This design comes from an exercise in tuning for small area, a short achievable clock period and few clock cycles on the open sky130 flow, not from production work.
At most, simulation tests tie the RTL to the original design; equivalence was not proved.
No activity file was given, so power comes from the tool's default toggle rates.

==> flow/design.v <==
`default_nettype none                
`timescale 1ns/1ps                   
/*verilator lint_off UNUSED*/
typedef enum logic [3:0] {
    NOP     = 4'b0000,       
    LDA     = 4'b0001,       
    ADD     = 4'b0010,       
    SUB     = 4'b0011,       
    STA     = 4'b0100,       
    LDI     = 4'b0101,       
    JMP     = 4'b0110,       
    JC      = 4'b0111,       
    JZ      = 4'b1000,       
    NOP_9   = 4'b1001,       
    NOP_A   = 4'b1010,       
    NOP_B   = 4'b1011,       
    NOP_C   = 4'b1100,       
    NOP_D   = 4'b1101,       
    OUT     = 4'b1110,       
    HLT     = 4'b1111        
} op_t;
typedef logic [3:0] addr_t;
typedef logic [7:0] byte_t;
/*verilator lint_on UNUSED*/
`default_nettype none
`timescale 1ns/1ps
module cpu_core (
    output      logic   hlt_o,           
    output      logic   mem_write_o,     
    output      addr_t  mem_waddr_o,     
    output      byte_t  mem_wdata_o,     
    output      addr_t  mem_faddr_o,     
    input  wire byte_t  mem_fdata_i,     
    output      addr_t  mem_eaddr_o,     
    input  wire byte_t  mem_edata_i,     
    input  wire byte_t  mem_word0_i,     
    input  wire logic   prog_we_i,       
    input  wire addr_t  prog_addr_i,
    input  wire byte_t  prog_data_i,
    output      logic   out_strobe_o,    
    output      byte_t  out_value_o,     
    input  wire logic   reset_i,
    input  wire logic   clk_en_i,
    input  wire logic   clk
);
addr_t      pc;                          
byte_t      ir;                          
byte_t      a;                           
logic       cf;                          
logic       o_rdy;                       
op_t        op;
addr_t      arg;
logic       run;
logic       taken;
addr_t      faddr;
byte_t      fetched;
logic [8:0] sum;
logic [8:0] dif;
always_comb op      = op_t'(ir[7:4]);
always_comb arg     = ir[3:0];
always_comb run     = clk_en_i && !hlt_o;
always_comb taken   = (op == JMP) || (op == JC && cf) || (op == JZ && a == 8'h00);
always_comb faddr   = taken ? arg : pc;
always_comb fetched = (op == STA && arg == pc) ? a : mem_fdata_i;
always_comb sum     = {1'b0, a} + {1'b0, mem_edata_i};
always_comb dif     = {1'b0, a} - {1'b0, mem_edata_i};
always_comb mem_faddr_o  = faddr;
always_comb mem_eaddr_o  = arg;
always_comb mem_write_o  = run && (op == STA);
always_comb mem_waddr_o  = arg;
always_comb mem_wdata_o  = a;
always_comb out_strobe_o = o_rdy;
always_comb out_value_o  = a;            
always_ff @(posedge clk) begin
    if (reset_i) begin
        pc      <= 4'h1;
        ir      <= (prog_we_i && prog_addr_i == 4'h0) ? prog_data_i : mem_word0_i;
        a       <= '0;
        cf      <= 1'b0;
        o_rdy   <= 1'b0;
        hlt_o   <= 1'b0;
    end else begin
        o_rdy   <= 1'b0;
        if (run) begin
            ir      <= fetched;
            pc      <= faddr + 4'h1;
            case (op)
                LDA:    a        <= mem_edata_i;
                ADD:    {cf, a}  <= sum;
                SUB:    {cf, a}  <= dif;
                LDI:    a        <= {4'h0, arg};
                OUT:    o_rdy    <= 1'b1;
                HLT:    hlt_o    <= 1'b1;
                default: ;
            endcase
            if (fetched[7:4] == HLT) begin
                hlt_o   <= 1'b1;
            end
        end
    end
end
endmodule
`default_nettype wire
`default_nettype none
`timescale 1ns/1ps
module cpu_mem (
    input  wire logic   we_i,            
    input  wire addr_t  waddr_i,         
    input  wire byte_t  wdata_i,         
    input  wire addr_t  raddr_f_i,       
    output      byte_t  rdata_f_o,       
    input  wire addr_t  raddr_e_i,       
    output      byte_t  rdata_e_o,       
    output      byte_t  word0_o,         
    input  wire logic   clk
);
byte_t memory [0:15];
always_ff @(posedge clk) begin
    if (we_i) begin
        memory[waddr_i] <= wdata_i;
    end
end
always_comb rdata_f_o = memory[raddr_f_i];
always_comb rdata_e_o = memory[raddr_e_i];
always_comb word0_o   = memory[0];
endmodule
`default_nettype wire
`default_nettype none
`timescale 1ns/1ps
module cpu_main (
    input wire  logic       clk_en_i,
    input wire  logic       reset_i,
    output      logic       out_strobe_o,
    output      byte_t      out_value_o,
    output      logic       halt_o,
    input wire  logic       prog_we_i,           
    input wire  addr_t      prog_addr_i,         
    input wire  byte_t      prog_data_i,         
    input wire  logic       clk
);
logic       cpu_we;
addr_t      cpu_waddr;
byte_t      cpu_wdata;
addr_t      faddr;
byte_t      fdata;
addr_t      eaddr;
byte_t      edata;
byte_t      word0;
cpu_core core (
    .hlt_o(halt_o),
    .mem_write_o(cpu_we),
    .mem_waddr_o(cpu_waddr),
    .mem_wdata_o(cpu_wdata),
    .mem_faddr_o(faddr),
    .mem_fdata_i(fdata),
    .mem_eaddr_o(eaddr),
    .mem_edata_i(edata),
    .mem_word0_i(word0),
    .prog_we_i(prog_we_i),
    .prog_addr_i(prog_addr_i),
    .prog_data_i(prog_data_i),
    .out_strobe_o(out_strobe_o),
    .out_value_o(out_value_o),
    .reset_i(reset_i),
    .clk_en_i(clk_en_i),
    .clk(clk)
);
cpu_mem mem (
    .we_i(reset_i ? prog_we_i : cpu_we),
    .waddr_i(reset_i ? prog_addr_i : cpu_waddr),
    .wdata_i(reset_i ? prog_data_i : cpu_wdata),
    .raddr_f_i(faddr),
    .rdata_f_o(fdata),
    .raddr_e_i(eaddr),
    .rdata_e_o(edata),
    .word0_o(word0),
    .clk(clk)
);
endmodule
`default_nettype wire
clock: 7.0 ns
lec_check: 0
abc_clock_period_in_ps: 2500
cap_margin: 20
core_margin: 2
core_utilization: 40
setup_slack_margin: 4.5
slew_margin: 20
run.sh (not shown) runs the stock make flow with config.mk's settings and CLKGATE_MAP_FILE= SYNTH_SCRIPT=/design/flow/synth_recipe.tcl, a recipe that flattens the netlist after the stock synthesis.
Change:
ABC_AREA = 1   (was default)
ABC_CLOCK_PERIOD_IN_PS = default   (was 2500)
SETUP_SLACK_MARGIN = default   (was 4.5)
Global-route usage is higher by 1.0 points.
Final cell count is higher by 31%.
Design area is lower by 12%.
Power is higher by 3.3%.
Sequential share of layout area is higher by 4.9 points.
Critical path depth is higher by 4.
Setup slack got worse by 0.56 ns.
Count of clock-buffer cells in the layout is higher by 4.
No run of this note included a check of the RTL's function; only the layout flow was run.

========
alpha:
cpu_main, a different RTL version from the one above (not shown whole).
Size: ~170 flip-flops, roughly 26 I/O pins, roughly 9800 sq um of cells after synthesis.
==> flow/design.v (excerpt) <==
module cpu_main (
    input wire  logic       clk_en_i,
    input wire  logic       reset_i,
    output      logic       out_strobe_o,
    output      byte_t      out_value_o,
    output      logic       halt_o,
    input wire  logic       prog_we_i,           
    input wire  addr_t      prog_addr_i,         
    input wire  byte_t      prog_data_i,         
    input wire  logic       clk
);
clock: 7.0 ns
lec_check: 0
abc_area: 1
cap_margin: 20
core_margin: 2
core_utilization: 40
cts_buf_list: sky130_fd_sc_hd__clkbuf_4 sky130_fd_sc_hd__clkbuf_8
setup_slack_margin: 2.9
slew_margin: 20
alpha finished every stage and its layout cleared the timing, DRC and antenna checks.
Testbench counts of alpha, summed over its fixed seeds: cycles 10,980.
Changes in beta relative to alpha:
# alpha
export LEC_CHECK = 0
export ABC_AREA = 1
export CAP_MARGIN = 20
export CORE_MARGIN = 2
export CORE_UTILIZATION = 40
export CTS_BUF_LIST = sky130_fd_sc_hd__clkbuf_4 sky130_fd_sc_hd__clkbuf_8
export SETUP_SLACK_MARGIN = 2.9
export SLEW_MARGIN = 20
create_clock -name core_clock -period 7.0 [get_ports {clk}]
# beta
export LEC_CHECK = 0
export ABC_AREA = 1
export CAP_MARGIN = 20
export CORE_MARGIN = 2
export CORE_UTILIZATION = 40
export CTS_BUF_LIST = sky130_fd_sc_hd__clkbuf_4 sky130_fd_sc_hd__clkbuf_8
export SETUP_SLACK_MARGIN = 3.3
export SLEW_MARGIN = 20
create_clock -name core_clock -period 7.0 [get_ports {clk}]
==> comparison <==
First-iteration detailed-routing DRC count deteriorates in beta relative to alpha.
Area of combinational cells with multiple inputs of beta exceeds that of alpha by a little under 10%.
beta gives more global-route usage than alpha did.
Relative to alpha, fraction of power spent switching nets has gone down in beta.
[compare] base=alpha new=beta: global-route wire length before repair has increased; wire length saw an increase; total design power went up by about 12%.
beta reports its cell kind with the greatest summed area as multi-input gates while alpha reports sequential cells.

========
== run A ==
Starting RTL as in the previous note.
export LEC_CHECK = 0
export ABC_AREA = 1
export CAP_MARGIN = 20
export CORE_MARGIN = 2
export CORE_UTILIZATION = 40
export CTS_BUF_LIST = sky130_fd_sc_hd__clkbuf_4 sky130_fd_sc_hd__clkbuf_8
export SETUP_SLACK_MARGIN = 3.1
export SLEW_MARGIN = 20
create_clock -name core_clock -period 7.0 [get_ports {clk}]
Testbench counts of run A, summed over its fixed seeds: cycles 10,980.
Inputs modified between run A and run B:
Settings: SETUP_SLACK_MARGIN: 3.1 -> 3.2.
### Flow results
Diff run A -> run B: utilization +0.99 points; register cell area after layout ~0 delta; clock power share -0.3 points; worst setup slack before clock tree synthesis +0.065 ns; highest attainable clock frequency +0.86%. Run B against run A: clock-buffer cell count shrank by 1; sequential share of layout area fell by 0.83 points; total power divided by cell area now larger; power share of the combinational group +1.0 points.
Relative to run B, the following input files were edited for run C:
Settings: SETUP_SLACK_MARGIN now 3.0, was 3.2.
## What came out
Run C vs run B — final clock period utilization by the worst path rose 1.6 points.
Compared with run B, run C is the less power-hungry design.
Run C reached the final stage; the timing, DRC and antenna checks on its layout passed.
Setup WNS run B -> run C: worse
From run B to run C the numbers moved as follows: global-route usage moved down; placed standard-cell area level; met2 usage in global routing moved down.
Going from run B to run C, non-clock buffer count saw a decrease, post-cts repair resize count saw a decrease.

========
Another version of the RTL of cpu_main (not shown whole).
Size: ~1200 cells after synthesis, about 170 flip-flops, about 26 I/O pins, about 0.0098 mm² of cells after synthesis.
Design cpu_main, start of the top module:
module cpu_main (
    input wire  logic       clk_en_i,
    input wire  logic       reset_i,
    output      logic       out_strobe_o,
    output      byte_t      out_value_o,
    output      logic       halt_o,
    input wire  logic       prog_we_i,           
    input wire  addr_t      prog_addr_i,         
    input wire  byte_t      prog_data_i,         
    input wire  logic       clk
);
logic       cpu_we;
logic       cpu_st;
logic       wfwd;
addr_t      cpu_waddr;
byte_t      cpu_wdata;
logic       we;
addr_t      waddr;
byte_t      wdata;
logic [2:0] addr_ev, addr_od;
addr_t      eaddr;
byte_t      data_ev, data_od, edata;
always_comb we      = reset_i ? prog_we_i   : cpu_we;
always_comb wfwd    = reset_i ? prog_we_i   : cpu_st;
always_comb waddr   = reset_i ? prog_addr_i : cpu_waddr;
always_comb wdata   = reset_i ? prog_data_i : cpu_wdata;
cpu_core core (
    .hlt_o(halt_o),
    .mem_write_o(cpu_we),
    .mem_store_o(cpu_st),
    .mem_waddr_o(cpu_waddr),
    .mem_wdata_o(cpu_wdata),
    .wr_fwd_i(wfwd),
    .wr_addr_i(waddr),
    .wr_data_i(wdata),
    .mem_addr_ev_o(addr_ev),
    .mem_data_ev_i(data_ev),
    .mem_addr_od_o(addr_od),
    .mem_data_od_i(data_od),
    .mem_eaddr_o(eaddr),
    .mem_edata_i(edata),
    .out_strobe_o(out_strobe_o),
    .out_value_o(out_value_o),
    .reset_i(reset_i),
    .clk_en_i(clk_en_i),
    .clk(clk)
);
cpu_mem mem (
    .we_i(we),
    .waddr_i(waddr),
  ...
==> flow/config.mk <==
export PLATFORM = sky130hd
export DESIGN_NAME = cpu_main
export DESIGN_NICKNAME = cpu_main
export VERILOG_FILES = /design/flow/design.v
export SDC_FILE = /design/flow/constraint.sdc
export NUM_CORES = 4
export LEC_CHECK = 0
export ABC_AREA = 1
export CAP_MARGIN = 20
export CORE_MARGIN = 2
export CORE_UTILIZATION = 40
export CTS_BUF_LIST = sky130_fd_sc_hd__clkbuf_4 sky130_fd_sc_hd__clkbuf_8
export SETUP_SLACK_MARGIN = 2.8
export SLEW_MARGIN = 20
==> flow/constraint.sdc <==
create_clock -name core_clock -period 7.0 [get_ports {clk}]
set_input_delay 1.4000 -clock core_clock [delete_from_list [all_inputs] [get_ports {clk}]]
set_output_delay 1.4000 -clock core_clock [all_outputs]
set_load 0.01 [all_outputs]
The first run produced a clean layout.
Testbench counts at the start, summed over its fixed seeds: cycles 10,980.
Edit:
--- a/flow/config.mk
+++ b/flow/config.mk
@@ -11 +11 @@
-export CORE_UTILIZATION = 40
+export CORE_UTILIZATION = 30
@@ -13 +13 @@
-export SETUP_SLACK_MARGIN = 2.8
+export SETUP_SLACK_MARGIN = 2.9
Effect:
- The new run finished with timing, DRC and antenna clean
- total power increases by 1.8%
- synthesized area is unchanged
- setup slack improved by 0.052 ns
- hold slack is about the same
- cell area rose by 2.6%
- count of clock-buffer cells in the layout stays the same
- non-clock buffer count went up by 9
- critical path depth is lower by 2
- clock power is lower by about 0.9%
- core utilization fell by 11 points

re-timing with driven ports:
The flow's constraints put no driver on any port. The routed layouts listed below were extracted and timed again, unchanged, in two steps. Step 1 assumes that a clkbuf_16 drives the clock port and a buf_2 every other input. Step 2 adds t to the input delays and takes it off the output delays; t is the mean of the earliest and latest rising clock arrival at the registers after step 1. Input paths then give back, and output paths get back, about the clock's delay inside the block. Slacks: no drivers / after step 1 / after step 2; pairs: no drivers / after step 1.
| run | t, ns | setup slack, ns | hold WS [ns] | pins driven straight from the clock port |
|---|---|---|---|---|
| the first run of note 1 | 0.471 | 3.471 / 3.471 / 3.471 | 0.486 / 0.486 / 0.486 | 1 |
| the second run of note 1 | 0.467 | 2.908 / 2.908 / 2.625 | 0.479 / 0.479 / 0.479 | 1 |
| alpha | 0.527 | 3.128 / 3.128 / 2.749 | 0.392 / 0.392 / 0.392 | 1 |
| beta | 0.516 | 3.400 / 3.425 / 2.909 | 0.411 / 0.411 / 0.411 | 1 |
| run A | 0.527 | 3.323 / 3.323 / 2.890 | 0.393 / 0.393 / 0.393 | 1 |
| run B | 0.518 | 3.354 / 3.354 / 2.868 | 0.413 / 0.413 / 0.413 | 1 |
| run C | 0.526 | 3.241 / 3.241 / 2.818 | 0.390 / 0.390 / 0.390 | 1 |
| the first run of note 4 | 0.536 | 3.012 / 3.012 / 2.496 | 0.391 / 0.391 / 0.391 | 1 |
| the second run of note 4 | 0.525 | 3.065 / 3.076 / 2.551 | 0.394 / 0.394 / 0.394 | 1 |
After both steps setup and hold are still met in every run listed. For the first run of note 4, which loses most, drivers alone change the setup slack by 0.000 ns; drivers and shift together by -0.516 ns.
